From an optimization exercise on the open Yosys and OpenROAD flow, aimed at small area, a short achievable clock period and few clock cycles; shortcuts taken in it are not production practice.
RTL that was checked went through simulation tests only; none was proved equivalent to the original.

## maple
Design MTX_MUL, start of the top module:
module MTX_MUL( MP, ready, m1, m2, load, clk );
	input[7:0] m1, m2;
	input load, clk;
	output[17:0] MP;
	output ready;
	reg [4:0] cnt;
	reg pl, run, rdyn;
	wire [4:0] idx = ( load & ~pl ) ? 5'd0 : cnt;
	always @( posedge clk ) begin
		pl  <= load;
		cnt <= idx + 5'd1;
		run <= load | ( run & ( idx != 5'd31 ) );
		rdyn <= ~( run & ( idx >= 5'd15 ) & ( idx != 5'd31 ) );
	end
	reg [7:0] a [0:11];
	integer k;
	always @( posedge clk ) begin
		a[0] <= m1;
		for( k = 1; k < 12; k = k + 1 ) a[k] <= a[k-1];
	end
	reg [7:0] ar0, ar1, ar2, ar3;
	always @( posedge clk ) begin
		if( idx[1:0] == 2'b00 ) begin
			ar0 <= a[11];
			ar1 <= a[10];
		end
		if( idx[1:0] == 2'b01 ) begin
			ar2 <= a[10];
			ar3 <= a[9];
		end
	end
	reg [7:0] b0 [0:3];
	reg [7:0] b1 [0:3];
	reg [7:0] b2 [0:3];
	reg [7:0] b3 [0:3];
	always @( posedge clk ) begin
		b0[0] <= ( load && idx[3:2] == 2'd0 ) ? m2 : b0[3];
		b1[0] <= ( load && idx[3:2] == 2'd1 ) ? m2 : b1[3];
		b2[0] <= ( load && idx[3:2] == 2'd2 ) ? m2 : b2[3];
		b3[0] <= ( load && idx[3:2] == 2'd3 ) ? m2 : b3[3];
		for( k = 1; k < 4; k = k + 1 ) begin
			b0[k] <= b0[k-1];
			b1[k] <= b1[k-1];
			b2[k] <= b2[k-1];
			b3[k] <= b3[k-1];
		end
	end
	wire [7:0] b0t = b0[0];
	wire [7:0] b1t = b1[0];
	wire [7:0] b2t = b2[1];
	wire [7:0] b3t = b3[1];
	reg [16:0] cs1a, cs1b;
	reg [17:0] cs2a, cs2b;
	reg [17:0] mp;
  ...
==> flow/config.mk <==
export PLATFORM = sky130hd
export DESIGN_NAME = MTX_MUL
export DESIGN_NICKNAME = MTX_MUL
export VERILOG_FILES = /design/flow/design.v
export SDC_FILE = /design/flow/constraint.sdc
export NUM_CORES = 4
export LEC_CHECK = 0
export ABC_CLOCK_PERIOD_IN_PS = 4000
export CAP_MARGIN = 20
export CORE_MARGIN = 2
export CORE_UTILIZATION = 85
export CTS_BUF_LIST = sky130_fd_sc_hd__clkbuf_8
export CTS_CLUSTER_DIAMETER = 50
export CTS_CLUSTER_SIZE = 20
export SETUP_SLACK_MARGIN = 5.0
export SLEW_MARGIN = 20
export SYNTH_HIERARCHICAL = 1
export SYNTH_MINIMUM_KEEP_SIZE = 0
==> flow/constraint.sdc <==
create_clock -name core_clock -period 9.0 [get_ports {clk}]
set_input_delay 1.8000 -clock core_clock [delete_from_list [all_inputs] [get_ports {clk}]]
set_output_delay 1.8000 -clock core_clock [all_outputs]
set_load 0.01 [all_outputs]
standard.sh (not shown) runs the stock make flow with config.mk's settings and CLKGATE_MAP_FILE= SYNTH_SCRIPT=/design/flow/synth_recipe.tcl, a recipe that flattens the netlist after the stock synthesis.
==> flow/flow/run.sh <==
#!/bin/bash
# The standard layout (standard.sh), with two changes: ports are buffered with
# buf_1 instead of the default buffer, and CTS uses clkbuf_8 sink clusters
# without dummy loads. Each tool's output goes to flow.log here.
set -euo pipefail
bash standard.sh \
  "BUFFER_PORTS_ARGS=-buffer_cell sky130_fd_sc_hd__buf_1" \
  "CTS_ARGS=-sink_clustering_enable -repair_clock_nets -sink_clustering_size 16 -sink_clustering_max_diameter 50 -buf_list {sky130_fd_sc_hd__clkbuf_4 sky130_fd_sc_hd__clkbuf_8} -dont_use_dummy_load" \
  finish > flow.log 2>&1
Tool error DPL-0033 stopped maple during detailed placement; no final results.
The following lists how delta was set up differently from maple:
Settings: a change of CORE_UTILIZATION from 85 to 75.
==> flow/run.sh (new file) <==
#!/bin/bash
# synth_recipe.tcl (not shown) runs the flow's synth.tcl, then flattens the netlist and writes it again
# the make line also repeats each setting of config.mk as NAME=value (left out here)
make -C /OpenROAD-flow-scripts/flow DESIGN_CONFIG=/design/flow/config.mk WORK_HOME=/design/flow/orfs CLKGATE_MAP_FILE= SYNTH_SCRIPT=/design/flow/synth_recipe.tcl finish
removed: flow/flow/run.sh
removed: flow/standard.sh
- Looking at the logs for delta and maple, the single run that did not finish was maple.
- The flow ended early for maple: it failed with a tool error in detailed placement.
- Taking maple as the reference, in delta fraction of synthesis flops using an asynchronous set or reset pin comparable, share of the yosys chip area belonging to registers comparable.
- Between maple and delta, global placement routability congestion decreased.
- Distinct cell type count after synthesis came out exactly the same in delta and maple.
- Number of cells produced by synthesis came out exactly the same in delta and maple.
- delta: die outline width is 6.3% higher than what maple reported.
- I/O pin count: maple vs delta identical
- Taking maple as the reference, in delta floorplan row count now larger, total half-perimeter wirelength after legalization and detailed placement now smaller.
No functional check of the RTL was part of any run of this note.

---

## run 1
Another version of the RTL of MTX_MUL (not shown whole).
Size in the first run: roughly 1100 cells after synthesis, about 340 flip-flops, roughly 37 I/O pins, roughly 14000 um^2 of cells after synthesis.
==> flow/design.v (excerpt) <==
module MTX_MUL( MP, ready, m1, m2, load, clk );
	input[7:0] m1, m2;
	input load, clk;
	output[17:0] MP;
	output ready;
	reg [4:0] cnt;
	reg pl, rdyn;
	wire first = load & ~pl;
	wire [4:0] idx = first ? 5'd0 : cnt;
	always @( posedge clk ) begin
		pl <= load;
		if( first | ( cnt != 5'd31 ) ) cnt <= idx + 5'd1;
		rdyn <= ~( ( idx >= 5'd15 ) & ( idx != 5'd31 ) );
	end
	reg [7:0] a [0:11];
	integer k;
	always @( posedge clk ) begin
		a[0] <= m1;
		for( k = 1; k < 12; k = k + 1 ) a[k] <= a[k-1];
	end
	reg [7:0] ar0, ar1, ar2, ar3;
	always @( posedge clk ) begin
		if( idx[1:0] == 2'b00 ) begin
			ar0 <= a[11];
			ar1 <= a[10];
		end
		if( idx[1:0] == 2'b01 ) begin
			ar2 <= a[10];
			ar3 <= a[9];
		end
	end
	reg [7:0] b0 [0:3];
	reg [7:0] b1 [0:3];
	reg [7:0] b2 [0:3];
	reg [7:0] b3 [0:3];
	always @( posedge clk ) begin
		b0[0] <= ( idx[4:2] == 3'd0 ) ? m2 : b0[3];
		b1[0] <= ( idx[4:2] == 3'd1 ) ? m2 : b1[3];
		b2[0] <= ( idx[4:2] == 3'd2 ) ? m2 : b2[3];
		b3[0] <= ( idx[4:2] == 3'd3 ) ? m2 : b3[3];
		for( k = 1; k < 4; k = k + 1 ) begin
			b0[k] <= b0[k-1];
			b1[k] <= b1[k-1];
			b2[k] <= b2[k-1];
			b3[k] <= b3[k-1];
		end
	end
	wire [7:0] b0t = b0[0];
	wire [7:0] b1t = b1[0];
	wire [7:0] b2t = b2[1];
	wire [7:0] b3t = b3[1];
  ...
==> flow/config.mk <==
export PLATFORM = sky130hd
export DESIGN_NAME = MTX_MUL
export DESIGN_NICKNAME = MTX_MUL
export VERILOG_FILES = /design/flow/design.v
export SDC_FILE = /design/flow/constraint.sdc
export NUM_CORES = 4
export LEC_CHECK = 0
export ABC_CLOCK_PERIOD_IN_PS = 4000
export CAP_MARGIN = 20
export CORE_MARGIN = 2
export CORE_UTILIZATION = 75
export CTS_BUF_LIST = sky130_fd_sc_hd__clkbuf_8
export CTS_CLUSTER_DIAMETER = 50
export CTS_CLUSTER_SIZE = 20
export SETUP_SLACK_MARGIN = 5.0
export SLEW_MARGIN = 20
export SYNTH_HIERARCHICAL = 1
export SYNTH_MINIMUM_KEEP_SIZE = 0
==> flow/constraint.sdc <==
create_clock -name core_clock -period 9.0 [get_ports {clk}]
set_input_delay 1.8000 -clock core_clock [delete_from_list [all_inputs] [get_ports {clk}]]
set_output_delay 1.8000 -clock core_clock [all_outputs]
set_load 0.01 [all_outputs]
==> flow/flow/run.sh <==
#!/bin/bash
# The standard layout (standard.sh), with three changes: ports are buffered with
# buf_1 instead of the default buffer; CTS uses clkbuf_8 sink clusters without
# dummy loads; and timing repair aims at 5.15 ns of setup slack (a 3.85 ns period),
# the clock itself staying at the design's period.
# make's output goes to flow.log here; each ORFS step also keeps its own log
# under orfs/logs/.
set -euo pipefail
bash standard.sh \
  "BUFFER_PORTS_ARGS=-buffer_cell sky130_fd_sc_hd__buf_1" \
  "CTS_ARGS=-sink_clustering_enable -repair_clock_nets -sink_clustering_size 20 -sink_clustering_max_diameter 50 -buf_list sky130_fd_sc_hd__clkbuf_8 -dont_use_dummy_load" \
  SETUP_SLACK_MARGIN=5.25 \
  finish > flow.log 2>&1
Run 1 was carried through to the last stage, and its layout satisfied the timing, design-rule and antenna checks.
Testbench counts of run 1, summed over its fixed seeds: cycles 6,144.
> inputs changed (run 1 -> run 2)
-- flow/flow/run.sh --
<<< run 1, line 12
  SETUP_SLACK_MARGIN=5.25 \
>>> run 2, line 12
  SETUP_SLACK_MARGIN=5.15 \
Findings:
- Against run 1, run 2 comes in about 4% higher on clock buffer count from CTS.
- Re number of combinational gates with multiple inputs: no difference whatsoever between run 1 and run 2.
- Design area, run 2 vs run 1: down slightly

---

== old ==
MTX_MUL, a different RTL version from the one above (not shown whole).
For scale: about 1100 cells after synthesis, ~37 I/O pins.
==> flow/design.v (excerpt) <==
module MTX_MUL( MP, ready, m1, m2, load, clk );
	input[7:0] m1, m2;
	input load, clk;
	output[17:0] MP;
	output ready;
	reg [4:0] cnt;
	reg pl, run, rdy;
	wire [4:0] idx = ( load & ~pl ) ? 5'd0 : cnt;
	always @( posedge clk ) begin
		pl  <= load;
		cnt <= idx + 5'd1;
		run <= load | ( run & ( idx != 5'd31 ) );
		rdy <= run & ( idx >= 5'd15 ) & ( idx != 5'd31 );
	end
	reg [7:0] a [0:11];
	integer k;
	always @( posedge clk ) begin
		a[0] <= m1;
		for( k = 1; k < 12; k = k + 1 ) a[k] <= a[k-1];
	end
	reg [7:0] ar0, ar1, ar2, ar3;
	always @( posedge clk ) begin
		if( idx[1:0] == 2'b00 ) begin
			ar0 <= a[11];
			ar1 <= a[10];
		end
		if( idx[1:0] == 2'b01 ) begin
			ar2 <= a[10];
			ar3 <= a[9];
		end
	end
	reg [7:0] b0 [0:3];
	reg [7:0] b1 [0:3];
	reg [7:0] b2 [0:3];
	reg [7:0] b3 [0:3];
	always @( posedge clk ) begin
		b0[0] <= ( load && idx[3:2] == 2'd0 ) ? m2 : b0[3];
		b1[0] <= ( load && idx[3:2] == 2'd1 ) ? m2 : b1[3];
		b2[0] <= ( load && idx[3:2] == 2'd2 ) ? m2 : b2[3];
		b3[0] <= ( load && idx[3:2] == 2'd3 ) ? m2 : b3[3];
		for( k = 1; k < 4; k = k + 1 ) begin
			b0[k] <= b0[k-1];
			b1[k] <= b1[k-1];
			b2[k] <= b2[k-1];
			b3[k] <= b3[k-1];
		end
	end
	wire [7:0] b0t = b0[0];
	wire [7:0] b1t = b1[0];
	wire [7:0] b2t = b2[1];
	wire [7:0] b3t = b3[1];
	reg [16:0] cs1a, cs1b;
	reg [17:0] cs2a, cs2b;
	reg [17:0] mp;
  ...
Settings: LEC_CHECK=0, ABC_CLOCK_PERIOD_IN_PS=4000, CAP_MARGIN=20, CORE_MARGIN=2, CORE_UTILIZATION=65, SETUP_SLACK_MARGIN=4.9, SLEW_MARGIN=20, SYNTH_HIERARCHICAL=1, SYNTH_MINIMUM_KEEP_SIZE=0; clock period 9.0 ns.
run.sh (not shown) runs the stock make flow with config.mk's settings and CLKGATE_MAP_FILE= SYNTH_SCRIPT=/design/flow/synth_recipe.tcl, a recipe that flattens the netlist after the stock synthesis.
Stock flow here: none of the scripts above is used.
The flow did not stop early for old: all stages ran, and the layout cleared the timing, design-rule and antenna checks.
Testbench counts of old, summed over its fixed seeds: cycles 6,144.
Edits applied to the flow inputs when going from old to new:
- setting CTS_BUF_LIST to sky130_fd_sc_hd__clkbuf_8 for the first time
- changing CORE_UTILIZATION from 65 to 75
- setting CTS_CLUSTER_SIZE to 20 for the first time
- setting CTS_CLUSTER_DIAMETER to 50 for the first time
- changing SETUP_SLACK_MARGIN from 4.9 to 5.0
### Flow results
The flow did not stop early for new: all stages ran, and the layout cleared the timing, design-rule and antenna checks.
Compared to old, the router laid down more metal wire for new.
Between new and old, the difference in cell area after placement is negligible.
Period utilization: old vs new, no meaningful difference

---

Starting RTL as in the previous note.
export LEC_CHECK = 0
export ABC_CLOCK_PERIOD_IN_PS = 4000
export CAP_MARGIN = 20
export CORE_MARGIN = 2
export CORE_UTILIZATION = 75
export CTS_BUF_LIST = sky130_fd_sc_hd__clkbuf_8
export CTS_CLUSTER_DIAMETER = 50
export CTS_CLUSTER_SIZE = 20
export SETUP_SLACK_MARGIN = 4.9
export SLEW_MARGIN = 20
export SYNTH_HIERARCHICAL = 1
export SYNTH_MINIMUM_KEEP_SIZE = 0
create_clock -name core_clock -period 9.0 [get_ports {clk}]
Testbench counts at the start, summed over its fixed seeds: cycles 6,144.
Then changed:
--- a/flow/config.mk
+++ b/flow/config.mk
@@ -11,5 +11,4 @@
 export CORE_UTILIZATION = 75
-export CTS_BUF_LIST = sky130_fd_sc_hd__clkbuf_8
-export CTS_CLUSTER_DIAMETER = 50
-export CTS_CLUSTER_SIZE = 20
+export CTS_BUF_LIST = sky130_fd_sc_hd__clkbuf_4 sky130_fd_sc_hd__clkbuf_8 sky130_fd_sc_hd__clkbuf_16
+export CTS_CLUSTER_SIZE = 16
 export SETUP_SLACK_MARGIN = 4.9
The new run finished clean.
Area after synthesis is unchanged.
Via count goes up by 2.1%.
Register-to-register slack stays flat.
Final area rose by 3.3%.
Core utilization came out higher by 2.7 points.
Die area is unchanged.
Clock-buffer cell count is higher by 16.

[port drivers added, routing unchanged]
In the flow no input, the clock included, has a driving cell. The finished layouts below were timed again as built, in two steps.
Step 1, drivers: a clkbuf_16 drives clk and a buf_2 each remaining input, both assumed.
Step 2 moves the port delays by t, midway between the first and last clock arrival at a register: inputs arrive t later, outputs are due t later. That takes back most of the time a late clock gives input paths.
a / b / c = ideal ports / drivers / drivers and shift; a / b = the first two.
run | shift t [ns] | setup slack, ns | hold WS [ns] | clock arrival spread, ns | pins driven straight from the clock port
delta | 0.617 | 5.046 / 5.025 / 5.025 | 0.327 / 0.327 / 0.327 | 0.030 / 0.030 | 1
run 1 | 0.584 | 5.124 / 5.085 / 5.085 | 0.268 / 0.268 / 0.268 | 0.097 / 0.097 | 1
run 2 | 0.597 | 5.102 / 5.065 / 5.065 | 0.266 / 0.266 / 0.266 | 0.079 / 0.079 | 1
old | 0.558 | 5.030 / 5.011 / 5.011 | 0.319 / 0.319 / 0.319 | 0.027 / 0.027 | 1
new | 0.633 | 5.030 / 5.009 / 5.009 | 0.313 / 0.313 / 0.313 | 0.051 / 0.050 | 1
the first run of note 4 | 0.633 | 4.930 / 4.909 / 4.909 | 0.313 / 0.313 / 0.313 | 0.051 / 0.050 | 1
the second run of note 4 | 0.596 | 5.008 / 4.987 / 4.987 | 0.323 / 0.323 / 0.323 | 0.016 / 0.016 | 1
After both steps every run listed still meets setup and hold. The setup slack of run 1, which loses most, moves by -0.039 ns with the drivers and by -0.039 ns with both steps.
